This design comes from an exercise in tuning for small area, a short achievable clock period and few clock cycles on the open sky130 flow, not from production work. RTL that was checked went through simulation tests only; none was proved equivalent to the original. For runs 3 and 4, only the layout was checked, not whether the RTL still works. Power is estimated from default activity; no workload was simulated.

==> flow/design.v <==
module twb #(parameter RW = 14, parameter PW = 20) (
    input  signed [RW-1:0] r1,
    input  signed [RW-1:0] r2,
    input  ben, bneg, cen, cneg, den, e16, e32, fen, f8, fneg,
    input  [5:0] kr,
    input  [5:0] ki,
    output [PW-1:0] sr, cr,
    output [PW-1:0] si, ci
);
wire signed [PW-1:0] x1 = r1, x2 = r2;
wire fpos = ~fneg;
wire [PW-1:0] a1 = {x1[PW-7:0], kr};
wire [PW-1:0] a2 = {x2[PW-7:0], ki};
wire [PW-1:0] b1 = ({PW{ben}} & x1) ^ {PW{bneg}};
wire [PW-1:0] b2 = ({PW{ben}} & x2) ^ {PW{bneg}};
wire [PW-1:0] c1 = ({PW{cen}} & (x1 <<< 2)) ^ {PW{cneg}};
wire [PW-1:0] c2 = ({PW{cen}} & (x2 <<< 2)) ^ {PW{cneg}};
wire [PW-1:0] d1 = ({PW{den}} & (x1 <<< 4)) ^ {PW{den}};
wire [PW-1:0] d2 = ({PW{den}} & (x2 <<< 4)) ^ {PW{den}};
wire [PW-1:0] e1 = ({PW{e16}} & (x1 <<< 4)) | ({PW{e32}} & (x1 <<< 5));
wire [PW-1:0] e2 = ({PW{e16}} & (x2 <<< 4)) | ({PW{e32}} & (x2 <<< 5));
wire [PW-1:0] g1 = {PW{fen}} & (f8 ? (x1 <<< 3) : (x1 <<< 2));
wire [PW-1:0] g2 = {PW{fen}} & (f8 ? (x2 <<< 3) : (x2 <<< 2));
csa6 #(.W(PW)) ur (.t1(a1), .t2(b1), .t3(c1), .t4(d1), .t5(e2), .t6(g2 ^ {PW{fneg}}), .s(sr), .c(cr));
csa6 #(.W(PW)) ui (.t1(a2), .t2(b2), .t3(c2), .t4(d2), .t5(~e1), .t6(g1 ^ {PW{fpos}}), .s(si), .c(ci));
endmodule
module csa6 #(parameter W = 20) (
    input  [W-1:0] t1, t2, t3, t4, t5, t6,
    output [W-1:0] s, c
);
wire [W-1:0] s1 = t1 ^ t2 ^ t3;
wire [W-1:0] c1 = {((t1 & t2) | (t1 & t3) | (t2 & t3)), 1'b0};
wire [W-1:0] s2 = t4 ^ t5 ^ t6;
wire [W-1:0] c2 = {((t4 & t5) | (t4 & t6) | (t5 & t6)), 1'b0};
wire [W-1:0] s3 = s1 ^ c1 ^ s2;
wire [W-1:0] c3 = {((s1 & c1) | (s1 & s2) | (c1 & s2)), 1'b0};
assign s = s3 ^ c3 ^ c2;
assign c = {((s3 & c3) | (s3 & c2) | (c3 & c2)), 1'b0};
endmodule
module tpa #(parameter W = 14) (
    input  signed [W-2:0] vr,
    input  signed [W-2:0] vi,
    input  e,
    output [W-1:0] r1,
    output [W-1:0] r2
);
wire signed [W-1:0] xr = vr, xi = vi;
assign r1 = xr + ({W{e}} & xi);
wire [W:0] t = {xi, 1'b1} + {({W{e}} & ~xr), e};
assign r2 = t[W:1];
endmodule
module bfd #(parameter W = 13) (
    input  [W-1:0] tr, ti, vr, vi,
    input  [1:0] w,
    output [W-1:0] fr, fi
);
wire nx = w[1] | w[0], ny = w[1] & w[0], px = ~nx, py = ~ny;
wire [W:0] zx = {tr, 1'b1} + {~vr, px};
wire [W:0] zy = {ti, 1'b1} + {~vi, py};
wire [W-1:0] x = zx[W:1] ^ {W{nx}};
wire [W-1:0] y = zy[W:1] ^ {W{ny}};
assign fr = w[1] ? y : x;
assign fi = w[1] ? x : y;
endmodule
module t45 (
    input  signed [22:0] x,
    input  e,
    output [27:0] s, c
);
wire signed [27:0] y = x;
wire [27:0] g = {28{e}} & y;
wire [27:0] t1 = {y[21:0], 4'b0000, e, 1'b0};    
wire [27:0] t2 = g;
wire [27:0] t3 = ~{g[25:0], 2'b00} & {28{e}};
wire [27:0] t4 = ~{g[23:0], 4'b0000} & {28{e}};
wire [27:0] s1 = t1 ^ t2 ^ t3;
wire [27:0] c1 = {((t1 & t2) | (t1 & t3) | (t2 & t3)), 1'b0};
assign s = s1 ^ c1 ^ t4;
assign c = {((s1 & c1) | (s1 & t4) | (c1 & t4)), 1'b0};
endmodule
module FFT(
input clk,
input rst_n,
input in_valid,
input signed [11:0] din_r,
input signed [11:0] din_i,
output out_valid,
output signed [15:0] dout_r,
output signed [15:0] dout_i
);
integer k;
function [21:0] tc1;
    input [3:0] n;
    case (n)
        4'd0: tc1 = 22'b0000000000_000000_000010;   
        4'd1: tc1 = 22'b1100010101_000010_000010;   
        4'd2: tc1 = 22'b1111001111_000011_000011;   
        4'd3: tc1 = 22'b1010101100_000001_000011;   
        4'd4: tc1 = 22'b1011100000_000010_000100;   
        4'd5: tc1 = 22'b1010101100_000001_000011;   
        4'd6: tc1 = 22'b1111001111_000011_000011;   
        4'd7: tc1 = 22'b1100010101_000010_000010;   
        4'd8: tc1 = 22'b0000000000_000000_000010;   
        4'd9: tc1 = 22'b1100010101_000010_000010;   
        4'd10: tc1 = 22'b1111001111_000011_000011;   
        4'd11: tc1 = 22'b1010101100_000001_000011;   
        4'd12: tc1 = 22'b1011100000_000010_000100;   
        4'd13: tc1 = 22'b1010101100_000001_000011;   
        4'd14: tc1 = 22'b1111001111_000011_000011;   
        4'd15: tc1 = 22'b1100010101_000010_000010;   
        default: tc1 = 22'd0;
    endcase
endfunction
function [0:0] ts1;
    input [3:0] n;
    case (n)
        4'd0: ts1 = 1'b0;
        4'd1: ts1 = 1'b0;
        4'd2: ts1 = 1'b0;
        4'd3: ts1 = 1'b0;
        4'd4: ts1 = 1'b0;
        4'd5: ts1 = 1'b1;
        4'd6: ts1 = 1'b1;
        4'd7: ts1 = 1'b1;
        4'd8: ts1 = 1'b0;
        4'd9: ts1 = 1'b0;
        4'd10: ts1 = 1'b0;
        4'd11: ts1 = 1'b0;
        4'd12: ts1 = 1'b0;
        4'd13: ts1 = 1'b1;
        4'd14: ts1 = 1'b1;
        4'd15: ts1 = 1'b1;
        default: ts1 = 1'd0;
    endcase
endfunction
function [0:0] te1;
    input [3:0] n;
    case (n)
        4'd0: te1 = 1'b0;
        4'd1: te1 = 1'b0;
        4'd2: te1 = 1'b0;
        4'd3: te1 = 1'b0;
        4'd4: te1 = 1'b1;
        4'd5: te1 = 1'b0;
        4'd6: te1 = 1'b0;
        4'd7: te1 = 1'b0;
        4'd8: te1 = 1'b0;
        4'd9: te1 = 1'b0;
        4'd10: te1 = 1'b0;
        4'd11: te1 = 1'b0;
        4'd12: te1 = 1'b1;
        4'd13: te1 = 1'b0;
        4'd14: te1 = 1'b0;
        4'd15: te1 = 1'b0;
        default: te1 = 1'd0;
    endcase
endfunction
function [1:0] wr1;
    input [3:0] n;
    case (n)
        4'd0: wr1 = 2'b00;
        4'd1: wr1 = 2'b00;
        4'd2: wr1 = 2'b00;
        4'd3: wr1 = 2'b00;
        4'd4: wr1 = 2'b00;
        4'd5: wr1 = 2'b01;
        4'd6: wr1 = 2'b01;
        4'd7: wr1 = 2'b01;
        4'd8: wr1 = 2'b10;
        4'd9: wr1 = 2'b10;
        4'd10: wr1 = 2'b10;
        4'd11: wr1 = 2'b10;
        4'd12: wr1 = 2'b10;
        4'd13: wr1 = 2'b11;
        4'd14: wr1 = 2'b11;
        4'd15: wr1 = 2'b11;
        default: wr1 = 2'd0;
    endcase
endfunction
function [21:0] tc2;
    input [2:0] n;
    case (n)
        3'd0: tc2 = 22'b0000000000_000000_000010;   
        3'd1: tc2 = 22'b1111001111_000011_000011;   
        3'd2: tc2 = 22'b1011100000_000010_000100;   
        3'd3: tc2 = 22'b1111001111_000011_000011;   
        3'd4: tc2 = 22'b0000000000_000000_000010;   
        3'd5: tc2 = 22'b1111001111_000011_000011;   
        3'd6: tc2 = 22'b1011100000_000010_000100;   
        3'd7: tc2 = 22'b1111001111_000011_000011;   
        default: tc2 = 22'd0;
    endcase
endfunction
function [0:0] ts2;
    input [2:0] n;
    case (n)
        3'd0: ts2 = 1'b0;
        3'd1: ts2 = 1'b0;
        3'd2: ts2 = 1'b0;
        3'd3: ts2 = 1'b1;
        3'd4: ts2 = 1'b0;
        3'd5: ts2 = 1'b0;
        3'd6: ts2 = 1'b0;
        3'd7: ts2 = 1'b1;
        default: ts2 = 1'd0;
    endcase
endfunction
function [0:0] te2;
    input [2:0] n;
    case (n)
        3'd0: te2 = 1'b0;
        3'd1: te2 = 1'b0;
        3'd2: te2 = 1'b1;
        3'd3: te2 = 1'b0;
        3'd4: te2 = 1'b0;
        3'd5: te2 = 1'b0;
        3'd6: te2 = 1'b1;
        3'd7: te2 = 1'b0;
        default: te2 = 1'd0;
    endcase
endfunction
function [1:0] wr2;
    input [2:0] n;
    case (n)
        3'd0: wr2 = 2'b00;
        3'd1: wr2 = 2'b00;
        3'd2: wr2 = 2'b00;
        3'd3: wr2 = 2'b01;
        3'd4: wr2 = 2'b10;
        3'd5: wr2 = 2'b10;
        3'd6: wr2 = 2'b10;
        3'd7: wr2 = 2'b11;
        default: wr2 = 2'd0;
    endcase
endfunction
function [21:0] tc3;
    input [1:0] n;
    case (n)
        2'd0: tc3 = 22'b0000000000_000000_000010;   
        2'd1: tc3 = 22'b1011100000_000010_000100;   
        2'd2: tc3 = 22'b0000000000_000000_000010;   
        2'd3: tc3 = 22'b1011100000_000010_000100;   
        default: tc3 = 22'd0;
    endcase
endfunction
function [0:0] ts3;
    input [1:0] n;
    case (n)
        2'd0: ts3 = 1'b0;
        2'd1: ts3 = 1'b0;
        2'd2: ts3 = 1'b0;
        2'd3: ts3 = 1'b0;
        default: ts3 = 1'd0;
    endcase
endfunction
function [0:0] te3;
    input [1:0] n;
    case (n)
        2'd0: te3 = 1'b0;
        2'd1: te3 = 1'b1;
        2'd2: te3 = 1'b0;
        2'd3: te3 = 1'b1;
        default: te3 = 1'd0;
    endcase
endfunction
function [1:0] wr3;
    input [1:0] n;
    case (n)
        2'd0: wr3 = 2'b00;
        2'd1: wr3 = 2'b00;
        2'd2: wr3 = 2'b10;
        2'd3: wr3 = 2'b10;
        default: wr3 = 2'd0;
    endcase
endfunction
reg [6:0] cnt;       
reg       ov;
localparam CW = 32;
function [CW-1:0] ctlf;
    input [6:0] c;
    reg [6:0] i1, i2, i3, i4, i5, ja, jb, n1, n2, n3;
    begin
        i1 = c - 7'd1;  n1 = c + 7'd1;
        i2 = c - 7'd18; n2 = c - 7'd16;
        i3 = c - 7'd27; n3 = c - 7'd25;
        i4 = c - 7'd32;
        i5 = c - 7'd35;
        ja = c - 7'd36;
        jb = c - 7'd51;
        ctlf = {i1[4], n1[3:0], te1(n1[3:0]) & ~n1[4], wr1(i1[3:0]),         
                i2[3], n2[2:0], te2(n2[2:0]) & ~n2[3], wr2(i2[2:0]),         
                i3[2], n3[1:0], te3(n3[1:0]) & ~n3[2], wr3(i3[1:0]),         
                i4[1], i4[0], 1'b0,                                 
                i5[0], ja[4] & ~ja[0], jb[3] & ~jb[1],              
                5'd0};
    end
endfunction
reg [CW-1:0] ctl;
always @(posedge clk or negedge rst_n) begin
    if (!rst_n) begin
        cnt <= 7'd0;
        ov  <= 1'b0;
        ctl <= ctlf(7'd0);
    end else begin
        if ((cnt != 7'd0 || in_valid) && cnt != 7'd127) cnt <= cnt + 7'd1;
        ctl <= (cnt != 7'd0 || in_valid) ? ctlf(cnt + 7'd1) : ctlf(7'd0);
        ov  <= (cnt >= 7'd57);     
    end
end
assign out_valid = ov;
wire       ph1 = ctl[31];
wire [3:0] m1  = ctl[30:27];
wire       e1  = ctl[26];
wire [1:0] w1  = ctl[25:24];
wire       ph2 = ctl[23];
wire [2:0] m2  = ctl[22:20];
wire       e2  = ctl[19];
wire [1:0] w2  = ctl[18:17];
wire       ph3 = ctl[16];
wire [1:0] m3  = ctl[15:14];
wire       e3  = ctl[13];
wire [1:0] w3  = ctl[12:11];
wire       ph4 = ctl[10];
wire [1:0] w4  = {ctl[9], 1'b0};
wire       ph5 = ctl[7];
wire       sela = ctl[6];
wire       selb = ctl[5];
reg signed [11:0] xr, xi;
always @(posedge clk) begin
    xr <= din_r;
    xi <= din_i;
end
reg signed [12:0] d1r [0:13];
reg signed [12:0] d1i [0:13];
reg signed [13:0] d1r14, d1i14, d1r15, d1i15;
wire signed [12:0] t1r = d1r15[12:0], t1i = d1i15[12:0];
wire signed [12:0] f1r, f1i;
bfd #(.W(13)) bf1 (.tr(t1r), .ti(t1i), .vr({xr[11], xr}), .vi({xi[11], xi}), .w(w1), .fr(f1r), .fi(f1i));
always @(posedge clk) begin
    d1r[0] <= ph1 ? f1r : {xr[11], xr};
    d1i[0] <= ph1 ? f1i : {xi[11], xi};
    for (k = 1; k < 14; k = k + 1) begin
        d1r[k] <= d1r[k-1];
        d1i[k] <= d1i[k-1];
    end
    d1r14 <= r1r; d1i14 <= r1i;
    d1r15 <= d1r14; d1i15 <= d1i14;
end
wire [13:0] r1r, r1i;
tpa #(.W(14)) ta1 (.vr(d1r[13]), .vi(d1i[13]), .e(e1), .r1(r1r), .r2(r1i));
reg [21:0] a1c;
reg a1s;
always @(posedge clk) begin
    a1c <= tc1(m1); a1s <= ts1(m1);
end
wire [19:0] b1sr, b1cr, b1si, b1ci;
twb #(.RW(14), .PW(20)) tw1 (.r1(d1r14), .r2(d1i14),
    .ben(a1c[21]), .bneg(a1c[20]), .cen(a1c[19]), .cneg(a1c[18]), .den(a1c[17]),
    .e16(a1c[16]), .e32(a1c[15]), .fen(a1c[14]), .f8(a1c[13]), .fneg(a1c[12]),
    .kr(a1c[11:6]), .ki(a1c[5:0]), .sr(b1sr), .cr(b1cr), .si(b1si), .ci(b1ci));
reg [19:0] q1sr, q1cr, q1si, q1ci;
reg q1s;
always @(posedge clk) begin
    q1sr <= b1sr; q1cr <= b1cr; q1si <= b1si; q1ci <= b1ci;
    q1s <= a1s;
end
wire [19:0] g1ar = ph1 ? {t1r[12], t1r, 6'd0} : q1sr, g1br = ph1 ? {xr[11], xr[11], xr, 6'd0} : q1cr;
wire [19:0] g1ai = ph1 ? {t1i[12], t1i, 6'd0} : q1si, g1bi = ph1 ? {xi[11], xi[11], xi, 6'd0} : q1ci;
wire [19:0] h1r = g1ar + g1br, h1i = g1ai + g1bi;
wire sw1 = q1s & ~ph1;
reg signed [19:0] o1r, o1i;
always @(posedge clk) begin
    o1r <= sw1 ? h1i : h1r;
    o1i <= sw1 ? h1r : h1i;
end
reg signed [20:0] d2r [0:5];
reg signed [20:0] d2i [0:5];
reg signed [21:0] d2r6, d2i6, d2r7, d2i7;
wire signed [20:0] t2r = d2r7[20:0], t2i = d2i7[20:0];
wire signed [20:0] f2r, f2i;
bfd #(.W(21)) bf2 (.tr(t2r), .ti(t2i), .vr({o1r[19], o1r}), .vi({o1i[19], o1i}), .w(w2), .fr(f2r), .fi(f2i));
always @(posedge clk) begin
    d2r[0] <= ph2 ? f2r : o1r;
    d2i[0] <= ph2 ? f2i : o1i;
    for (k = 1; k < 6; k = k + 1) begin
        d2r[k] <= d2r[k-1];
        d2i[k] <= d2i[k-1];
    end
    d2r6 <= r2r; d2i6 <= r2i;
    d2r7 <= d2r6; d2i7 <= d2i6;
end
wire [21:0] r2r, r2i;
tpa #(.W(22)) ta2 (.vr(d2r[5]), .vi(d2i[5]), .e(e2), .r1(r2r), .r2(r2i));
reg [21:0] a2c;
reg a2s;
always @(posedge clk) begin
    a2c <= tc2(m2); a2s <= ts2(m2);
end
wire [26:0] b2sr, b2cr, b2si, b2ci;
twb #(.RW(22), .PW(27)) tw2 (.r1(d2r6), .r2(d2i6),
    .ben(a2c[21]), .bneg(a2c[20]), .cen(a2c[19]), .cneg(a2c[18]), .den(a2c[17]),
    .e16(a2c[16]), .e32(a2c[15]), .fen(a2c[14]), .f8(a2c[13]), .fneg(a2c[12]),
    .kr(a2c[11:6]), .ki(a2c[5:0]), .sr(b2sr), .cr(b2cr), .si(b2si), .ci(b2ci));
reg [26:0] q2sr, q2cr, q2si, q2ci;
reg q2s;
always @(posedge clk) begin
    q2sr <= b2sr; q2cr <= b2cr; q2si <= b2si; q2ci <= b2ci;
    q2s <= a2s;
end
wire [26:0] g2ar = ph2 ? {t2r, 6'd0} : q2sr, g2br = ph2 ? {o1r[19], o1r, 6'd0} : q2cr;
wire [26:0] g2ai = ph2 ? {t2i, 6'd0} : q2si, g2bi = ph2 ? {o1i[19], o1i, 6'd0} : q2ci;
wire [26:0] h2r = g2ar + g2br, h2i = g2ai + g2bi;
wire sw2 = q2s & ~ph2;
reg signed [20:0] o2r, o2i;
always @(posedge clk) begin
    o2r <= sw2 ? h2i[26:6] : h2r[26:6];
    o2i <= sw2 ? h2r[26:6] : h2i[26:6];
end
reg signed [21:0] d3r [0:1];
reg signed [21:0] d3i [0:1];
reg signed [22:0] d3r2, d3i2, d3r3, d3i3;
wire signed [21:0] t3r = d3r3[21:0], t3i = d3i3[21:0];
wire signed [21:0] f3r, f3i;
bfd #(.W(22)) bf3 (.tr(t3r), .ti(t3i), .vr({o2r[20], o2r}), .vi({o2i[20], o2i}), .w(w3), .fr(f3r), .fi(f3i));
always @(posedge clk) begin
    d3r[0] <= ph3 ? f3r : o2r;
    d3i[0] <= ph3 ? f3i : o2i;
    d3r[1] <= d3r[0];
    d3i[1] <= d3i[0];
    d3r2 <= r3r; d3i2 <= r3i;
    d3r3 <= d3r2; d3i3 <= d3i2;
end
wire [22:0] r3r, r3i;
tpa #(.W(23)) ta3 (.vr(d3r[1]), .vi(d3i[1]), .e(e3), .r1(r3r), .r2(r3i));
reg a3k;
always @(posedge clk) a3k <= te3(m3);
wire [27:0] b3sr, b3cr, b3si, b3ci;
t45 tm3r (.x(d3r2), .e(a3k), .s(b3sr), .c(b3cr));
t45 tm3i (.x(d3i2), .e(a3k), .s(b3si), .c(b3ci));
reg [27:0] q3sr, q3cr, q3si, q3ci;
always @(posedge clk) begin
    q3sr <= b3sr; q3cr <= b3cr; q3si <= b3si; q3ci <= b3ci;
end
wire [27:0] g3ar = ph3 ? {t3r, 6'd0} : q3sr, g3br = ph3 ? {o2r[20], o2r, 6'd0} : q3cr;
wire [27:0] g3ai = ph3 ? {t3i, 6'd0} : q3si, g3bi = ph3 ? {o2i[20], o2i, 6'd0} : q3ci;
wire [27:0] h3r = g3ar + g3br, h3i = g3ai + g3bi;
reg signed [21:0] o3r, o3i;
always @(posedge clk) begin
    o3r <= h3r[27:6];
    o3i <= h3i[27:6];
end
reg signed [21:0] d4r [0:1];
reg signed [21:0] d4i [0:1];
wire signed [21:0] t4r = d4r[1], t4i = d4i[1];
wire signed [21:0] s4r = t4r + o3r, s4i = t4i + o3i;
wire signed [21:0] f4r, f4i;
bfd #(.W(22)) bf4 (.tr(t4r), .ti(t4i), .vr(o3r), .vi(o3i), .w(w4), .fr(f4r), .fi(f4i));
reg signed [21:0] o4r, o4i;
always @(posedge clk) begin
    d4r[0] <= ph4 ? f4r : o3r;
    d4i[0] <= ph4 ? f4i : o3i;
    d4r[1] <= d4r[0];
    d4i[1] <= d4i[0];
    o4r <= ph4 ? s4r : t4r;
    o4i <= ph4 ? s4i : t4i;
end
reg signed [21:0] d5r, d5i;
wire signed [21:0] s5r = d5r + o4r, s5i = d5i + o4i;
wire signed [21:0] f5r = d5r - o4r, f5i = d5i - o4i;
always @(posedge clk) begin
    d5r <= ph5 ? f5r : o4r;
    d5i <= ph5 ? f5i : o4i;
end
wire [31:0] o5 = ph5 ? {s5r[21:6], s5i[21:6]} : {d5r[21:6], d5i[21:6]};
reg [31:0] ba [0:14];
wire [31:0] outa = sela ? o5 : ba[14];
always @(posedge clk) begin
    ba[0] <= sela ? ba[14] : o5;
    for (k = 1; k < 15; k = k + 1) ba[k] <= ba[k-1];
end
reg [31:0] bb [0:5];
wire [31:0] outb = selb ? outa : bb[5];
always @(posedge clk) begin
    bb[0] <= selb ? bb[5] : outa;
    for (k = 1; k < 6; k = k + 1) bb[k] <= bb[k-1];
end
reg [31:0] dout;
always @(posedge clk) dout <= outb;
assign dout_r = dout[31:16];
assign dout_i = dout[15:0];
endmodule
==> flow/flow/run.sh <==
#!/bin/bash
# Layout flow: the standard flow (standard.sh, unchanged synthesis),
# with repair_timing aiming for 8.25 ns of setup slack and the port buffers
# made from buf_4 cells. Full tool output goes to standard.log.
set -e
bash standard.sh CORE_UTILIZATION=60 PLACE_DENSITY=0.7 SETUP_SLACK_MARGIN=8.25 TNS_END_PERCENT=100 CTS_CLUSTER_SIZE=30 CTS_CLUSTER_DIAMETER=80 \
    'BUFFER_PORTS_ARGS=-buffer_cell sky130_fd_sc_hd__buf_4' finish > standard.log 2>&1
==> flow/standard.sh <==
#!/bin/bash
# synth_recipe.tcl (not shown) runs the flow's synth.tcl, then flattens the netlist and writes it again
# the make line also repeats each setting of config.mk as NAME=value (left out here)
make -C /OpenROAD-flow-scripts/flow DESIGN_CONFIG=/design/flow/config.mk WORK_HOME=/design/flow/orfs CLKGATE_MAP_FILE= SYNTH_SCRIPT=/design/flow/synth_recipe.tcl "${@:-finish}"
==> flow/config.mk <==
export PLATFORM = sky130hd
export DESIGN_NAME = FFT
export DESIGN_NICKNAME = FFT
export VERILOG_FILES = /design/flow/design.v
export SDC_FILE = /design/flow/constraint.sdc
export NUM_CORES = 4
export LEC_CHECK = 0
export CAP_MARGIN = 20
export CORE_MARGIN = 2
export CORE_UTILIZATION = 60
export PLACE_DENSITY = 0.7
export SLEW_MARGIN = 20
==> flow/constraint.sdc <==
create_clock -name core_clock -period 12.0 [get_ports {clk}]
set_input_delay 2.4000 -clock core_clock [delete_from_list [all_inputs] [get_ports {clk}]]
set_output_delay 2.4000 -clock core_clock [all_outputs]
set_load 0.01 [all_outputs]
==> impl_metrics.py, run 1 <==
metrics = {
    "setup_path": {
        "critical_path_class": "flip-flop to primary output",
        "r2r_cells": 15,
        "critPathLaunchType": "flip-flop",
        "cp_slowest_cell": "dfrtp_2",
        "cp_cell_sequence": "buf_6",
        "rrSetupSlack_ns": 8.28,
        "arrival_ns": 1.40,
        "crit_path_end": "out_valid",
        "max_stage_delay_ns": 0.47,
        "worstPathMaxFanout": 1,
        "crit_buf_inv": 1,
        "end_kind": "primary output",
        "r2r_start": "ctl[23]",
        "cp_top_family": "flip-flops",
        "required_ns": 9.60,
        "r2r-end": "o2r[14]",
        "crit_path_start": "ov",
        "worst-path-stages": 1,
    },
    "drt": {
        "ant_nets": 0,
        "vias": 58458,
        "drt_first_iter_violations": 4269,
        "wl_met2_um": 93200,
        "met3WireLength_um": 11100,
        "drt-wirelength-per-cell_um": 19.4,
        "viasPerCell": 5.40,
        "met1Wirelength_um": 99400,
        "top_layer_used": "met5",
        "drt_wl_total_um": 210000,
        "drc": 0,
        "dr.pass1.iters": 6,
    },
    "yosys": {
        "yosys.area.top_type": "dfxtp_1",
        "ys_async_sr_fraction_pct": 1.13,
        "synthDistinctLibCells": 112,
        "synth_top_area_share_pct": 48.5,
        "yosysWarnings": 21,
        "ys_seq_elements": 2295,
        "ys_top_cells_by_area": "dfxtp_1 49%, fa_1 8.8%, ha_1 8.0%",
        "synth_cells": 8714,
        "synth_fp_nets": 9751,
        "synth.avg_cell_area_um2": 10.7,
        "syn-cell-area_um2": 93600,
        "yosysSeqAreaShare_pct": 49.2,
        "synth_edf_count": 0,
        "ys.flop_type": "dfxtp_1",
    },
    "cts": {
        "cts_root_buf": "clkbuf_16",
        "cts.clk_slew.worst_paths_ns": 0.11,
        "clockBufferDepth": 3,
        "clock-sinks": 2295,
        "cts_made_buffers": 108,
        "cts_tree": "yes",
        "clk_latency_ns": 0.79,
        "cts_hold_buf": 0,
        "htree_levels": 3,
    },
    "sta": {
        "rsz0062_at_grt": "yes",
        "setup_viol": 0,
        "totalNegativeSetupSlack_ns": 0,
        "relSlewSlack_pct": 35.9,
        "tightest_slew_ns": 0.961,
        "min_period_over_period_pct": 31.7,
        "drv_slew": 0,
        "max_freq_mhz": 263,
        "fin_crit_ns": 3.80,
        "final-hold-violation-count": 0,
        "fin_skew_ns": 0.0523,
    },
    "grt": {
        "grt_max_degree": 78,
        "grt_pass1_wl_um": 323000,
        "grt_pass1_vias": 57449,
        "gr-usage-all-layers_pct": 26.0,
        "grt-ovfl-total": 0,
        "antenna_found_initial": 16,
    },
    "outcome": {
        "status": "no timing/DRC/antenna violations",
    },
    "die": {
        "core_area_um2": 155000,
        "start_util_pct": 60.6,
        "die_y_um": 399,
        "die_w_um": 399,
        "die_area_um2": 159000,
        "placementRows": 144,
        "io_pins": 60,
    },
    "place": {
        "io_buffers": 59,
        "hpwl_um": 154000,
        "gp_congestion": 0.899,
    },
    "worst_hold_path": {
        "hold_class": "flip-flop to flip-flop",
    },
    "power_and_ir_drop": {
        "p_leak_nw": 45.4,
        "vdd_drop_max_uv": 171,
        "power_density_nw_per_um2": 251,
    },
    "final_layout": {
        "drive_gt1_share_pct": 9.42,
        "multi_input_area_um2": 44300,
        "utilization_pct": 65.6,
        "fillers": 11993,
        "nets": 9742,
        "seqCellArea_um2": 46100,
        "syn2layout_area_growth_pct": 8.29,
    },
    "run": {
        "drv_cap": 0,
    },
}
flip-flops by register name, indices dropped and copies added (netlist names), 23 cells and up:
signal / flops
ba: 480
d4i: 44
dout: 32
d2r: 126
d1r: 182
q3sr: 27
q2ci: 25
q2cr: 25
d4r: 44
q3ci: 27
d3r2: 23
d3i2: 23
q3cr: 27
q2si: 25
q2sr: 25
d1i: 182
d2i: 126
bb: 192
d3i: 44
d3r: 44
q3si: 27
area by class of cell:
class | count | area share, %
timing repair inverter | 2 | 0.00987
antenna | 7 | 0.0173
timing repair buffer | 172 | 1.71
sequential | 2295 | 45.5
clock buffer | 117 | 2.73
multi-input combinational | 5366 | 43.7
clock inverter | 56 | 0.983
tap | 2044 | 2.52
inverter | 760 | 2.82
cell usage in the layout, fill, tap and decap left out, types with 97 or more instances in the layout:
| cell | n |
|---|---|
| a21oi_1 | 454 |
| and2_1 | 148 |
| buf_4 | 135 |
| clkbuf_16 | 113 |
| dfxtp_1 | 2263 |
| fa_1 | 412 |
| ha_1 | 585 |
| inv_1 | 753 |
| mux2_2 | 291 |
| mux2i_1 | 97 |
| nand2_1 | 552 |
| nand2b_1 | 97 |
| nor2_1 | 634 |
| nor2b_1 | 146 |
| nor3_1 | 100 |
| o21ai_0 | 282 |
| xnor2_1 | 461 |
| xor2_1 | 168 |
kinds of logic after synthesis:
group / count (synthesis) / share of synthesized area [%]
flip-flops: 2295 / 49.2
AND/OR/NAND/NOR: 1939 / 9.68
AO/OA/AOI/OAI: 1387 / 9.47
buffers and inverters: 1053 / 4.26
adder cells (fa/ha/maj): 1011 / 16.8
XOR/XNOR: 634 / 5.95
multiplexers: 395 / 4.62
Yosys cell counts (all sizes together), types with 83 or more instances:
| library cell | count |
|---|---|
| nor2b | 151 |
| inv | 759 |
| fa | 412 |
| nor2 | 637 |
| mux2i | 98 |
| clkbuf | 222 |
| o21bai | 83 |
| and2 | 150 |
| a21oi | 485 |
| mux2 | 297 |
| xor2 | 169 |
| o21ai | 302 |
| xnor2 | 465 |
| nor3 | 101 |
| dfxtp | 2269 |
| nand2 | 554 |
| nand2b | 97 |
| a21o | 94 |
| ha | 598 |
timing repair:
item	4_1_cts	5_1_grt
pin swaps	12	57
setup buffers	28	35
cloned	6	5
gates resized for setup	61	118
setup endpoints to repair	114	96
worst min path at each step:
| stage | slack (ns) | cells after the start | from | to |
|---|---|---|---|---|
| finish | 0.31 | 0 | d3i[0][19] | d3i[1][19] |
| floorplan | 0.31 | 0 | ba[9][0] | ba[10][0] |
| detailed placement | 0.31 | 0 | d1r[0][8] | d1r[1][8] |
| global route | 0.32 | 0 | d1i[7][7] | d1i[8][7] |
| global placement | 0.31 | 0 | d1r[2][1] | d1r[3][1] |
| CTS | 0.31 | 0 | d4i[0][15] | d4i[1][15] |
per-stage QoR:
step,cells,cell area [um^2],worst slack [ns],hold WS [ns],power (mW)
finish,10819,101000,8.20,0.306,25.5
global route,10815,101000,8.14,0.320,27.2
CTS,10772,100000,8.13,0.306,25.4
detailed placement,10565,95900,7.10,0.312,20.8
global placement,10565,95900,7.12,0.309,20.5
floorplan,8714,93700,8.22,0.310,18.2
layer usage:
layer	vias up	track usage, %
met3	306	3.18
met1	28322	37.8
met2	1339	41.1
met4	8	6.68
met5	-	0.696
li1	28483	-
power breakdown:
group	leakage (nW)	switching, mW	internal, mW
clock	1.81	2.66	1.87
sequential	19.4	1.49	10.5
combinational	24.2	5.08	3.93
total	45.4	9.22	16.3
Testbench counts, summed over its fixed seeds: cycles 22,784.
==> run 2: changes to the inputs <==
--- a/flow/design.v
+++ b/flow/design.v
@@ -304,7 +304,7 @@
     end else begin
         if ((cnt != 7'd0 || in_valid) && cnt != 7'd127) cnt <= cnt + 7'd1;
         ctl <= (cnt != 7'd0 || in_valid) ? ctlf(cnt + 7'd1) : ctlf(7'd0);
-        ov  <= (cnt >= 7'd57);     
+        if (cnt == 7'd57) ov <= 1'b1;
     end
 end
 assign out_valid = ov;
==> flow/flow/run.sh (replaced) <==
#!/bin/bash
# Layout flow: the standard flow (standard.sh, unchanged synthesis),
# with repair_timing aiming for 8.35 ns of setup slack and the port buffers
# made from buf_4 cells. Full tool output goes to standard.log.
set -e
bash standard.sh CORE_UTILIZATION=60 PLACE_DENSITY=0.7 SETUP_SLACK_MARGIN=8.35 TNS_END_PERCENT=100  \
    'BUFFER_PORTS_ARGS=-buffer_cell sky130_fd_sc_hd__buf_4' finish > standard.log 2>&1
==> impl_metrics.py, run 2 <==
metrics = {
    "drt": {
        "drt-wirelength-per-cell_um": 19.8,
        "drt_first_iter_violations": 3805,
        "drc": 0,
        "dr.pass1.iters": 6,
        "viasPerCell": 5.42,
        "drt_wl_total_um": 219000,
        "ant_nets": 0,
        "vias": 59910,
    },
    "yosys": {
        "ys_seq_elements": 2295,
        "yosysWarnings": 21,
        "yosysSeqAreaShare_pct": 49.5,
        "synth_simple_gate_area_share_pct": 9.56,
        "synth_compound_gate_area_share_pct": 9.27,
        "synth_fa_ha_area_share_pct": 16.9,
        "synth.avg_cell_area_um2": 10.7,
        "muxShareOfSynthArea_pct": 4.54,
        "synthDistinctLibCells": 92,
        "yosys.cell_count.top_type": "dfxtp_1",
        "synth_edf_count": 0,
        "ys_top_cells_by_area": "dfxtp_1 49%, fa_1 8.9%, ha_1 8.0%",
        "ys_async_sr_fraction_pct": 1.13,
        "ys.flop_type": "dfxtp_1",
        "synth_top_family_by_area": "adder cells",
        "synth_cells": 8681,
        "synth_top_area_share_pct": 48.8,
        "synth_fp_nets": 9715,
        "synth_xor_area_share_pct": 6.11,
        "yosys-top-cells-count": "2269 x dfxtp_1, 736 x inv_1, 652 x nor2_1",
        "syn-cell-area_um2": 93100,
        "yosys.area.top_type": "dfxtp_1",
    },
    "cts": {
        "clockBufferDepth": 3,
        "cts_made_buffers": 213,
        "cts_root_buf": "clkbuf_16",
        "clock-sinks": 2295,
        "htree_levels": 4,
        "clk_latency_ns": 0.87,
        "cts_tree": "yes",
        "cts.clk_slew.worst_paths_ns": 0.06,
        "cts_hold_buf": 0,
    },
    "setup_path": {
        "critPathLaunchType": "flip-flop",
        "arrival_ns": 1.42,
        "required_ns": 9.60,
        "cp_top_family": "flip-flops",
        "worstPathMaxFanout": 2,
        "crit_buf_inv": 1,
        "r2r_start": "ctl[23]",
        "crit_path_start": "ov",
        "r2r_cells": 16,
        "cp_slowest_cell": "dfrtp_2",
        "critical_path_class": "flip-flop to primary output",
        "end_kind": "primary output",
        "max_stage_delay_ns": 0.46,
        "r2r-end": "o2i[20]",
        "cp_cell_sequence": "buf_6",
        "rrSetupSlack_ns": 8.25,
    },
    "final_layout": {
        "nets": 9856,
        "largest_reg_flops": 480,
        "layout_common_cells": "2229 x dfxtp_1, 733 x inv_1, 648 x nor2_1",
        "final_common_cell": "dfxtp_1",
        "utilization_pct": 68.7,
        "largest-register": "ba",
        "reg.largest.list": "ba x480, bb x192",
        "final_cell_area_um2": 106000,
        "drive_gt1_share_pct": 12.6,
        "syn2layout_area_growth_pct": 13.7,
    },
    "grt": {
        "grt-ovfl-total": 0,
        "grt_pass1_wl_um": 335000,
        "gr-usage-all-layers_pct": 27.3,
        "grt_max_degree": 99,
        "grt_pass1_vias": 60340,
        "antenna_found_initial": 16,
    },
    "die": {
        "placementRows": 144,
        "start_util_pct": 60.4,
        "die_y_um": 398,
        "die_area_um2": 158000,
        "core_area_um2": 154000,
        "die_w_um": 398,
        "io_pins": 60,
    },
    "place": {
        "io_buffers": 59,
        "gp_congestion": 0.935,
        "placed_cell_area_um2": 95400,
        "hpwl_um": 153000,
    },
    "power_and_ir_drop": {
        "power_density_nw_per_um2": 267,
        "vdd_drop_max_uv": 192,
        "p_leak_nw": 47.1,
        "power_mw": 28.3,
    },
    "worst_hold_path": {
        "holdCritStartpoint": "d1r[4][0]",
        "hold_class": "flip-flop to flip-flop",
        "holdPathStages": 0,
        "min_to": "d1r[5][0]",
    },
    "sta": {
        "totalNegativeSetupSlack_ns": 0,
        "relSlewSlack_pct": 22.8,
        "fin_hold_ws_ns": 0.278,
        "setup_viol": 0,
        "fin_skew_ns": 0.0667,
        "fin_crit_ns": 3.82,
        "max_freq_mhz": 262,
        "final-hold-violation-count": 0,
        "tightest_slew_ns": 1.16,
        "rsz0062_at_grt": "yes",
        "min_period_over_period_pct": 31.8,
        "drv_slew": 0,
    },
    "run": {
        "drv_cap": 0,
    },
    "outcome": {
        "status": "no timing/DRC/antenna violations",
    },
}
## run 2: cell types whose count changed after synthesis, sizes merged, moves of 11 or more
| cell | delta |
|---|---|
| o21ai | +60 |
| nor2b | +15 |
| nor2 | +15 |
| a21o | +13 |
| a21oi | -21 |
| nand3 | -14 |
| xnor2 | +12 |
| inv | -22 |
| a21boi | -11 |
| o21bai | -26 |
| a221oi | +11 |
| a211oi | -20 |
## run 2: cells by family (layout without fill, tap and decap cells)
group,count (synthesis),count (layout)
AO/OA/AOI/OAI,1399,1399
XOR/XNOR,649,649
adder cells (fa/ha/maj),1008,1008
buffers and inverters,1022,1339
flip-flops,2295,2295
multiplexers,385,385
other,0,4
AND/OR/NAND/NOR,1923,1923
## run 2: routing by layer
| layer | up-vias | wire (um) | share of wire [%] | track usage, % |
|---|---|---|---|---|
| li1 | 28760 | - | - | - |
| met1 | 29076 | 96100 | 44 | 36.4 |
| met2 | 1651 | 102000 | 47 | 45.0 |
| met3 | 419 | 12500 | 5.7 | 4.34 |
| met4 | 4 | 7850 | 3.6 | 10.0 |
| met5 | - | 31 | 0.014 | 0 |
## run 2: layout make-up
type                       instances  area [um^2]
tap                             2044         2560
timing repair buffer             208         2250
sequential                      2295        46200
timing repair inverter             2         10.0
antenna                            4         10.0
inverter                         738         2780
clock buffer                     289         6080
clock inverter                   102         1570
fill                           11217        48200
multi-input combinational       5364        44400
## run 2: repair_timing
item | 4_1_cts | 5_1_grt
setup buffers | 54 | 43
gates resized for setup | 183 | 192
pin swaps | 34 | 77
endpoints found under the setup margin | 168 | 143
cloned | 5 | 6
## run 2: power breakdown
part           switching [mW]  total (mW)  internal, mW
Clock                    3.01        7.16          4.15
Sequential               1.56        12.1          10.5
Combinational            5.05        9.06          4.01
## run 2: worst max path at each step
stage / end / slack, ns / cells past startpoint
final: out_valid / 8.18 / 1
after global routing: out_valid / 8.12 / 1
after detailed placement: o3r[21] / 7.20 / 13
after CTS: out_valid / 8.12 / 1
after global placement: o3r[21] / 7.25 / 13
after floorplan: o3i[21] / 8.31 / 15
## run 2: metrics by stage
stage	setup slack [ns]	cells
detailed placement	7.20	10542
finish	8.18	11046
global placement	7.25	10542
CTS	8.12	10992
global route	8.12	11042
floorplan	8.31	8681
Testbench counts of run 2, summed over its fixed seeds: cycles 22,784.
==> run 3: changes to the inputs <==
--- a/flow/design.v
+++ b/flow/design.v
@@ -359,19 +359,17 @@
     .e16(a1c[16]), .e32(a1c[15]), .fen(a1c[14]), .f8(a1c[13]), .fneg(a1c[12]),
     .kr(a1c[11:6]), .ki(a1c[5:0]), .sr(b1sr), .cr(b1cr), .si(b1si), .ci(b1ci));
 reg [19:0] q1sr, q1cr, q1si, q1ci;
-reg q1s;
 always @(posedge clk) begin
-    q1sr <= b1sr; q1cr <= b1cr; q1si <= b1si; q1ci <= b1ci;
-    q1s <= a1s;
+    q1sr <= a1s ? b1si : b1sr; q1cr <= a1s ? b1ci : b1cr;
+    q1si <= a1s ? b1sr : b1si; q1ci <= a1s ? b1cr : b1ci;
 end
 wire [19:0] g1ar = ph1 ? {t1r[12], t1r, 6'd0} : q1sr, g1br = ph1 ? {xr[11], xr[11], xr, 6'd0} : q1cr;
 wire [19:0] g1ai = ph1 ? {t1i[12], t1i, 6'd0} : q1si, g1bi = ph1 ? {xi[11], xi[11], xi, 6'd0} : q1ci;
 wire [19:0] h1r = g1ar + g1br, h1i = g1ai + g1bi;
-wire sw1 = q1s & ~ph1;
 reg signed [19:0] o1r, o1i;
 always @(posedge clk) begin
-    o1r <= sw1 ? h1i : h1r;
-    o1i <= sw1 ? h1r : h1i;
+    o1r <= h1r;
+    o1i <= h1i;
 end
 reg signed [20:0] d2r [0:5];
 reg signed [20:0] d2i [0:5];
@@ -402,19 +400,17 @@
     .e16(a2c[16]), .e32(a2c[15]), .fen(a2c[14]), .f8(a2c[13]), .fneg(a2c[12]),
     .kr(a2c[11:6]), .ki(a2c[5:0]), .sr(b2sr), .cr(b2cr), .si(b2si), .ci(b2ci));
 reg [26:0] q2sr, q2cr, q2si, q2ci;
-reg q2s;
 always @(posedge clk) begin
-    q2sr <= b2sr; q2cr <= b2cr; q2si <= b2si; q2ci <= b2ci;
-    q2s <= a2s;
+    q2sr <= a2s ? b2si : b2sr; q2cr <= a2s ? b2ci : b2cr;
+    q2si <= a2s ? b2sr : b2si; q2ci <= a2s ? b2cr : b2ci;
 end
 wire [26:0] g2ar = ph2 ? {t2r, 6'd0} : q2sr, g2br = ph2 ? {o1r[19], o1r, 6'd0} : q2cr;
 wire [26:0] g2ai = ph2 ? {t2i, 6'd0} : q2si, g2bi = ph2 ? {o1i[19], o1i, 6'd0} : q2ci;
 wire [26:0] h2r = g2ar + g2br, h2i = g2ai + g2bi;
-wire sw2 = q2s & ~ph2;
 reg signed [20:0] o2r, o2i;
 always @(posedge clk) begin
-    o2r <= sw2 ? h2i[26:6] : h2r[26:6];
-    o2i <= sw2 ? h2r[26:6] : h2i[26:6];
+    o2r <= h2r[26:6];
+    o2i <= h2i[26:6];
 end
 reg signed [21:0] d3r [0:1];
 reg signed [21:0] d3i [0:1];
==> flow/flow/run.sh (replaced) <==
#!/bin/bash
# Layout flow: the standard flow (standard.sh, unchanged synthesis),
# with repair_timing aiming for 8.25 ns of setup slack and the port buffers
# made from buf_4 cells. Full tool output goes to standard.log.
set -e
bash standard.sh SETUP_SLACK_MARGIN=8.25 TNS_END_PERCENT=100 \
    'BUFFER_PORTS_ARGS=-buffer_cell sky130_fd_sc_hd__buf_4' finish > standard.log 2>&1
--- a/flow/config.mk
+++ b/flow/config.mk
@@ -7,6 +7,5 @@
 export LEC_CHECK = 0
 export CAP_MARGIN = 20
 export CORE_MARGIN = 2
-export CORE_UTILIZATION = 60
-export PLACE_DENSITY = 0.7
+export CORE_UTILIZATION = 40
 export SLEW_MARGIN = 20
==> impl_metrics.py, run 3 <==
metrics = {
    "die": {
        "die_w_um": 491,
        "io_pins": 60,
        "core_area_um2": 236000,
        "die_area_um2": 241000,
        "start_util_pct": 40.3,
        "placementRows": 178,
        "die_y_um": 491,
    },
    "power_and_ir_drop": {
        "clockPowerShare_pct": 24.4,
        "vdd_drop_max_uv": 221,
        "p_comb_share_pct": 35.7,
        "p_seq_share_pct": 39.9,
        "p_leak_nw": 47.3,
        "intPower_mw": 19.8,
        "p_sw_share_pct": 36.1,
        "p_switching_mw": 11.2,
        "power_density_nw_per_um2": 286,
    },
    "setup_path": {
        "r2r_cells": 11,
        "cp_top_family": "flip-flops",
        "crit_buf_inv": 1,
        "r2r-end": "o3r[21]",
        "r2r_start": "ctl[16]",
        "critPathLaunchType": "flip-flop",
        "required_ns": 9.60,
        "max_stage_delay_ns": 0.36,
        "end_kind": "primary output",
        "rrSetupSlack_ns": 8.27,
        "cp_cell_sequence": "buf_6",
        "worstPathMaxFanout": 1,
        "cp_slowest_cell": "dfxtp_2",
        "critical_path_class": "flip-flop to primary output",
        "arrival_ns": 1.38,
    },
    "yosys": {
        "syn-cell-area_um2": 95000,
        "yosys.cell_count.top_type": "dfxtp_1",
        "yosysSeqAreaShare_pct": 48.5,
        "ys_async_sr_fraction_pct": 1.13,
        "synth_edf_count": 0,
        "ys_seq_elements": 2293,
        "ys_top_cells_by_area": "dfxtp_1 48%, fa_1 8.7%, ha_1 7.8%",
        "synth_fp_nets": 9836,
        "yosysWarnings": 21,
        "synth_cells": 8803,
        "ys.flop_type": "dfxtp_1",
        "synthDistinctLibCells": 101,
        "synth.avg_cell_area_um2": 10.8,
        "yosys.area.top_type": "dfxtp_1",
        "synth_top_area_share_pct": 47.8,
        "yosys-top-cells-count": "2267 x dfxtp_1, 739 x inv_1, 607 x nor2_1",
    },
    "final_layout": {
        "syn2layout_area_growth_pct": 13.9,
        "largest-register": "ba",
        "largest_reg_flops": 480,
        "layout_common_cells": "2230 x dfxtp_1, 737 x inv_1, 605 x nor2_1",
        "instances_no_fill": 12249,
        "drive_gt1_share_pct": 12.9,
        "final_cell_area_um2": 108000,
        "final_common_cell": "dfxtp_1",
        "reg.largest.list": "ba x480, bb x192",
        "nets": 9929,
        "fillers": 21727,
    },
    "cts": {
        "cts_made_buffers": 226,
        "clock-sinks": 2293,
        "cts_root_buf": "clkbuf_16",
        "cts.clk_slew.worst_paths_ns": 0.06,
        "clockBufferDepth": 3,
        "htree_levels": 4,
        "cts_tree": "yes",
        "clk_latency_ns": 0.94,
    },
    "grt": {
        "grt_max_degree": 90,
        "gr-usage-all-layers_pct": 18.5,
        "grt_pass1_vias": 61989,
        "antenna_found_initial": 9,
        "grt_pass1_wl_um": 352000,
        "grt-ovfl-total": 0,
    },
    "place": {
        "io_buffers": 59,
        "dp.cells": 11762,
        "hpwl_um": 163000,
        "placed_cell_area_um2": 98600,
        "gp_congestion": 0.900,
    },
    "outcome": {
        "status": "no timing/DRC/antenna violations",
    },
    "sta": {
        "tightest_slew_ns": 1.05,
        "setup_viol": 0,
        "relSlewSlack_pct": 29.8,
        "fin_crit_ns": 3.78,
        "totalNegativeSetupSlack_ns": 0,
        "drv_slew": 0,
        "min_period_over_period_pct": 31.5,
        "max_freq_mhz": 264,
        "rsz0062_at_grt": "yes",
        "fin_skew_ns": 0.116,
        "final-hold-violation-count": 0,
    },
    "worst_hold_path": {
        "holdCritStartpoint": "bb[2][9]",
        "holdPathStages": 0,
        "min_to": "bb[3][9]",
        "hold_class": "flip-flop to flip-flop",
    },
    "run": {
        "drv_cap": 0,
    },
    "drt": {
        "drt-wirelength-per-cell_um": 18.4,
        "drc": 0,
        "dr.pass1.iters": 5,
        "viasPerCell": 4.92,
        "drt_wl_total_um": 225000,
        "drt_first_iter_violations": 3201,
        "vias": 60240,
        "ant_nets": 0,
    },
}
## run 3: cell types whose count changed in the layout (fill, tap and decap cells not counted), moves of 18 or more
cell	change
ha_4	-20
nand2_1	-18
and2_1	-23
nor3_1	+39
o21ai_0	-40
ha_1	+22
buf_4	-32
nand2b_1	+31
mux2_4	-21
a211oi_1	+26
nor2_1	-43
a21oi_1	-19
mux2_2	+162
## run 3: worst max path at each step
| stage | start | end | depth (start not counted) | slack [ns] |
|---|---|---|---|---|
| 2_1_floorplan | ctl[16] | o3i[17] | 13 | 8.26 |
| 3_3_place_gp | ctl[23] | o2i[20] | 11 | 7.19 |
| 3_5_place_dp | ctl[23] | o2i[20] | 11 | 7.15 |
| 4_1_cts | dout[5] | dout_i[5] | 1 | 8.13 |
| 5_1_grt | ctl[16] | o3r[21] | 13 | 8.13 |
| 6_report | dout[5] | dout_i[5] | 1 | 8.22 |
## run 3: timing repair
item,4_1_cts,5_1_grt
hold buffers,0,0
setup endpoints to repair,197,93
gates resized for setup,106,66
gates cloned,6,1
pin swaps,12,29
setup buffers,27,22
## run 3: cell families (layout without fill, tap and decap cells)
family / after synthesis / count (layout) / share of synthesized area (%)
AOI/OAI and AO/OA: 1361 / 1361 / 9.18
xor gates and xnor gates: 639 / 639 / 5.92
adders and majority gates: 1007 / 1007 / 16.5
buffers and inverters: 1032 / 1326 / 4.10
DFF: 2293 / 2293 / 48.5
muxes: 531 / 531 / 6.17
other: 0 / 2 / 0
and+or+nand+nor: 1940 / 1940 / 9.64
## run 3: power groups by stage
stage / Combinational, mW / Clock [mW] / Sequential [mW]
global route: 12.4 / 8.04 / 12.6
CTS: 11.0 / 7.73 / 12.4
finish: 11.0 / 7.55 / 12.3
floorplan: 8.32 / 0 / 11.5
global placement: 10.6 / 0 / 12.5
detailed placement: 10.8 / 0 / 12.5
## run 3: cell type report
type | instances | area [um^2] | area share, %
multi-input combinational | 5478 | 45500 | 42.1
antenna | 2 | 5.00 | 0.00463
tap | 3150 | 3940 | 3.64
timing repair inverter | 2 | 10.0 | 0.00925
inverter | 745 | 2810 | 2.59
clock inverter | 136 | 1900 | 1.75
sequential | 2293 | 46100 | 42.6
timing repair buffer | 150 | 1570 | 1.45
clock buffer | 293 | 6340 | 5.86
## run 3: worst reg2reg max path, stage by stage, from the launching register on
cell     delay (ns)
dfstp_4        0.68
buf_6          0.21
buf_4          0.65
mux2_2         0.50
ha_1           0.36
a21o_1         0.20
a21o_1         0.17
a21oi_1        0.14
nor2b_1        0.07
a311o_1        0.39
mux2i_1        0.17
nand4_1        0.10
## run 3: through the flow
step | setup slack, ns | hold WS [ns] | utilization (%) | power, mW
floorplan | 8.26 | 0.310 | - | 19.8
global placement | 7.19 | 0.310 | 41.8 | 23.0
detailed placement | 7.15 | 0.312 | 41.8 | 23.3
CTS | 8.13 | 0.266 | 45.7 | 31.1
global route | 8.13 | 0.271 | 45.9 | 33.0
finish | 8.22 | 0.267 | 45.9 | 30.9
## run 3: layer usage
layer  wire length, um  up-vias  track usage, %  share of wire [%]
met3             10300      460            3.01                4.6
met1             99500    29178            23.5                 44
met5                11        -               0             0.0049
met2            106000     1280            31.2                 47
li1                  -    29320               -                  -
met4              9360        2            7.35                4.2
==> run 4: changes to the inputs <==
==> flow/flow/run.sh (replaced) <==
#!/bin/bash
# Layout flow: the standard flow (standard.sh, unchanged synthesis),
# with repair_timing aiming for 8.25 ns of setup slack and the port buffers
# made from buf_4 cells. Full tool output goes to standard.log.
set -e
bash standard.sh CORE_UTILIZATION=60 PLACE_DENSITY=0.7 SETUP_SLACK_MARGIN=8.25 TNS_END_PERCENT=100  \
    'BUFFER_PORTS_ARGS=-buffer_cell sky130_fd_sc_hd__buf_4' finish > standard.log 2>&1
--- a/flow/config.mk
+++ b/flow/config.mk
@@ -7,5 +7,6 @@
 export LEC_CHECK = 0
 export CAP_MARGIN = 20
 export CORE_MARGIN = 2
-export CORE_UTILIZATION = 40
+export CORE_UTILIZATION = 60
+export PLACE_DENSITY = 0.7
 export SLEW_MARGIN = 20
==> impl_metrics.py, run 4 <==
metrics = {
    "cts": {
        "cts_root_buf": "clkbuf_16",
        "cts_tree": "yes",
        "clockBufferDepth": 3,
        "clock-sinks": 2293,
        "cts_hold_buf": 0,
        "cts_made_buffers": 217,
        "clk_latency_ns": 0.89,
        "cts.clk_slew.worst_paths_ns": 0.07,
        "htree_levels": 4,
    },
    "yosys": {
        "synth_top_family_by_area": "adder cells",
        "ys_async_sr_fraction_pct": 1.13,
        "synth_cells": 8803,
        "yosys-top-cells-count": "2267 x dfxtp_1, 739 x inv_1, 607 x nor2_1",
        "ys_top_cells_by_area": "dfxtp_1 48%, fa_1 8.7%, ha_1 7.8%",
        "synth_xor_area_share_pct": 5.92,
        "synth_fp_nets": 9836,
        "synth_fa_ha_area_share_pct": 16.5,
        "synth_edf_count": 0,
        "synth_simple_gate_area_share_pct": 9.64,
        "synth_compound_gate_area_share_pct": 9.18,
        "synth.avg_cell_area_um2": 10.8,
        "ys.flop_type": "dfxtp_1",
        "ys_seq_elements": 2293,
        "synthDistinctLibCells": 101,
        "yosysWarnings": 21,
        "syn-cell-area_um2": 95000,
        "synth_top_area_share_pct": 47.8,
        "muxShareOfSynthArea_pct": 6.17,
        "yosys.area.top_type": "dfxtp_1",
        "yosys.cell_count.top_type": "dfxtp_1",
        "yosysSeqAreaShare_pct": 48.5,
    },
    "power_and_ir_drop": {
        "vdd_drop_max_uv": 245,
        "p_sw_share_pct": 36.5,
        "power_density_nw_per_um2": 292,
        "intPower_mw": 19.7,
        "p_comb_share_pct": 36.0,
        "p_seq_share_pct": 40.1,
        "clockPowerShare_pct": 23.9,
        "p_switching_mw": 11.3,
        "p_leak_nw": 47.1,
    },
    "setup_path": {
        "end_kind": "primary output",
        "critical_path_class": "flip-flop to primary output",
        "worstPathMaxFanout": 2,
        "arrival_ns": 1.43,
        "crit_buf_inv": 1,
        "max_stage_delay_ns": 0.41,
        "cp_slowest_cell": "dfrtp_1",
        "cp_top_family": "flip-flops",
        "cp_cell_sequence": "buf_6",
        "required_ns": 9.60,
        "critPathLaunchType": "flip-flop",
    },
    "outcome": {
        "status": "no timing/DRC/antenna violations",
    },
    "die": {
        "die_y_um": 402,
        "core_area_um2": 158000,
        "placementRows": 146,
        "die_w_um": 402,
        "die_area_um2": 162000,
        "io_pins": 60,
        "start_util_pct": 60.2,
    },
    "grt": {
        "grt_pass1_vias": 61399,
        "gr-usage-all-layers_pct": 27.7,
        "antenna_found_initial": 11,
        "grt_max_degree": 91,
        "grt-ovfl-total": 0,
        "grt_pass1_wl_um": 348000,
    },
    "sta": {
        "min_period_over_period_pct": 31.9,
        "relSlewSlack_pct": 33.7,
        "rsz0062_at_grt": "yes",
        "totalNegativeSetupSlack_ns": 0,
        "setup_viol": 0,
        "tightest_slew_ns": 0.970,
        "final-hold-violation-count": 0,
        "max_freq_mhz": 261,
        "fin_hold_ws_ns": 0.288,
        "fin_crit_ns": 3.83,
        "fin_skew_ns": 0.0498,
        "drv_slew": 0,
    },
    "final_layout": {
        "largest-register": "ba",
        "largest_reg_flops": 480,
        "drive_gt1_share_pct": 12.6,
        "fillers": 11889,
        "nets": 9906,
        "syn2layout_area_growth_pct": 12.0,
        "layout_common_cells": "2228 x dfxtp_1, 737 x inv_1, 605 x nor2_1",
        "reg.largest.list": "ba x480, bb x192",
        "final_common_cell": "dfxtp_1",
    },
    "drt": {
        "dr.pass1.iters": 6,
        "viasPerCell": 5.47,
        "ant_nets": 0,
        "drt-wirelength-per-cell_um": 20.2,
        "drt_first_iter_violations": 4190,
        "drc": 0,
        "drt_wl_total_um": 225000,
        "vias": 60887,
    },
    "place": {
        "hpwl_um": 164000,
        "io_buffers": 59,
        "gp_congestion": 0.915,
    },
    "run": {
        "drv_cap": 0,
    },
    "worst_hold_path": {
        "hold_class": "flip-flop to flip-flop",
    },
}
[run 4: cell counts after synthesis]
Identical to the previous run, type by type.
[run 4: layout make-up]
cell class	count	area [um^2]	share of cell area [%]
Timing Repair Buffer	136	1350	1.27
Timing Repair inverter	2	10.0	0.00941
Multi-Input combinational cell	5478	45500	42.8
Antenna cell	2	5.00	0.00471
Clock inverter	142	2060	1.94
Tap cell	2072	2590	2.44
Inverter	745	2800	2.64
Clock buffer	270	5930	5.58
Sequential cell	2293	46100	43.4
[run 4: worst paths after layout]
kind	slack, ns	cells after the start	startpoint	end
worst max-delay path	8.17	1	ov	out_valid
worst min-delay path	0.29	0	d2i[4][2]	d2i[5][2]
max in group asynchronous	10.14	1	rst_n	ctl[21]
worst min register to register	0.29	0	d2i[4][2]	d2i[5][2]
worst max register to register	8.31	12	ctl[16]	o3r[21]
min in group asynchronous	1.47	1	rst_n	ctl[13]
[run 4: timing repair]
| action | in CTS | in global routing |
|---|---|---|
| gates resized for setup | 89 | 73 |
| endpoints found under the setup margin | 176 | 97 |
| buffers inserted | 17 | 21 |
| gates cloned | 3 | 1 |
| pin swaps | 5 | 24 |
[run 4: cell families after synthesis]
family / Yosys count
muxes: 531
adders and majority gates: 1007
AOI/OAI and AO/OA: 1361
DFF: 2293
and+or+nand+nor: 1940
xor gates and xnor gates: 639
buffers and inverters: 1032
[run 4: per-layer routing]
metal | part of all wire, % | wire, um | track usage [%] | vias up
met5 | 0.013 | 30 | 0 | -
met4 | 4.4 | 9860 | 12.0 | 4
met3 | 5.5 | 12300 | 4.26 | 481
met2 | 47 | 105000 | 45.4 | 1600
met1 | 44 | 98100 | 36.5 | 29525
li1 | - | - | - | 29277
[run 4: power by group through the flow]
stage | sequential [mW] | combinational (mW) | clock, mW
finish | 12.4 | 11.2 | 7.43
floorplan | 11.5 | 8.32 | 0
CTS | 12.5 | 11.0 | 7.54
global placement | 12.5 | 10.6 | 0
global route | 12.7 | 12.4 | 7.84
detailed placement | 12.5 | 10.9 | 0
[run 4: stage by stage]
step | instance area [um^2] | setup WS [ns] | power (mW) | std cells | utilization (%)
after floorplan | 95000 | 8.26 | 19.8 | 8803 | -
after global placement | 97200 | 7.48 | 23.1 | 10684 | 61.6
after detailed placement | 97200 | 7.39 | 23.4 | 10684 | 61.6
after CTS | 106000 | 8.10 | 31.0 | 11116 | 67.0
after global routing | 106000 | 8.12 | 33.0 | 11138 | 67.4
final | 106000 | 8.17 | 31.0 | 11140 | 67.4

[afterwards: timing with drivers on the ports]
The flow's constraints put no driver on any port. The routed layouts listed below were extracted and timed again, unchanged, in two steps.
Step 1, drivers: a clkbuf_16 drives clk and a buf_2 each remaining input, both assumed.
Step 2 adds t to the input delays and takes it off the output delays; t is the mean of the earliest and latest rising clock arrival at the registers after step 1. Input paths then give back, and output paths get back, about the clock's delay inside the block.
Three values: no drivers, after step 1, after step 2; two values: the first two.
| run | t (ns) | setup WS [ns] | latest minus earliest clock arrival (ns) | worst register clock-pin slew, ns |
|---|---|---|---|---|
| run 1 | 0.853 | 8.200 / 8.116 / 8.283 | 0.060 / 0.060 | 0.11 / 0.11 |
| run 2 | 0.930 | 8.183 / 8.092 / 8.105 | 0.071 / 0.070 | 0.07 / 0.07 |
| run 3 | 0.968 | 8.216 / 8.128 / 8.268 | 0.119 / 0.119 | 0.08 / 0.08 |
| run 4 | 0.952 | 8.173 / 8.085 / 8.310 | 0.052 / 0.052 | 0.07 / 0.07 |
After both steps every run listed still meets setup and hold. For run 2, which loses most, drivers alone change the setup slack by -0.091 ns; drivers and shift together by -0.078 ns.
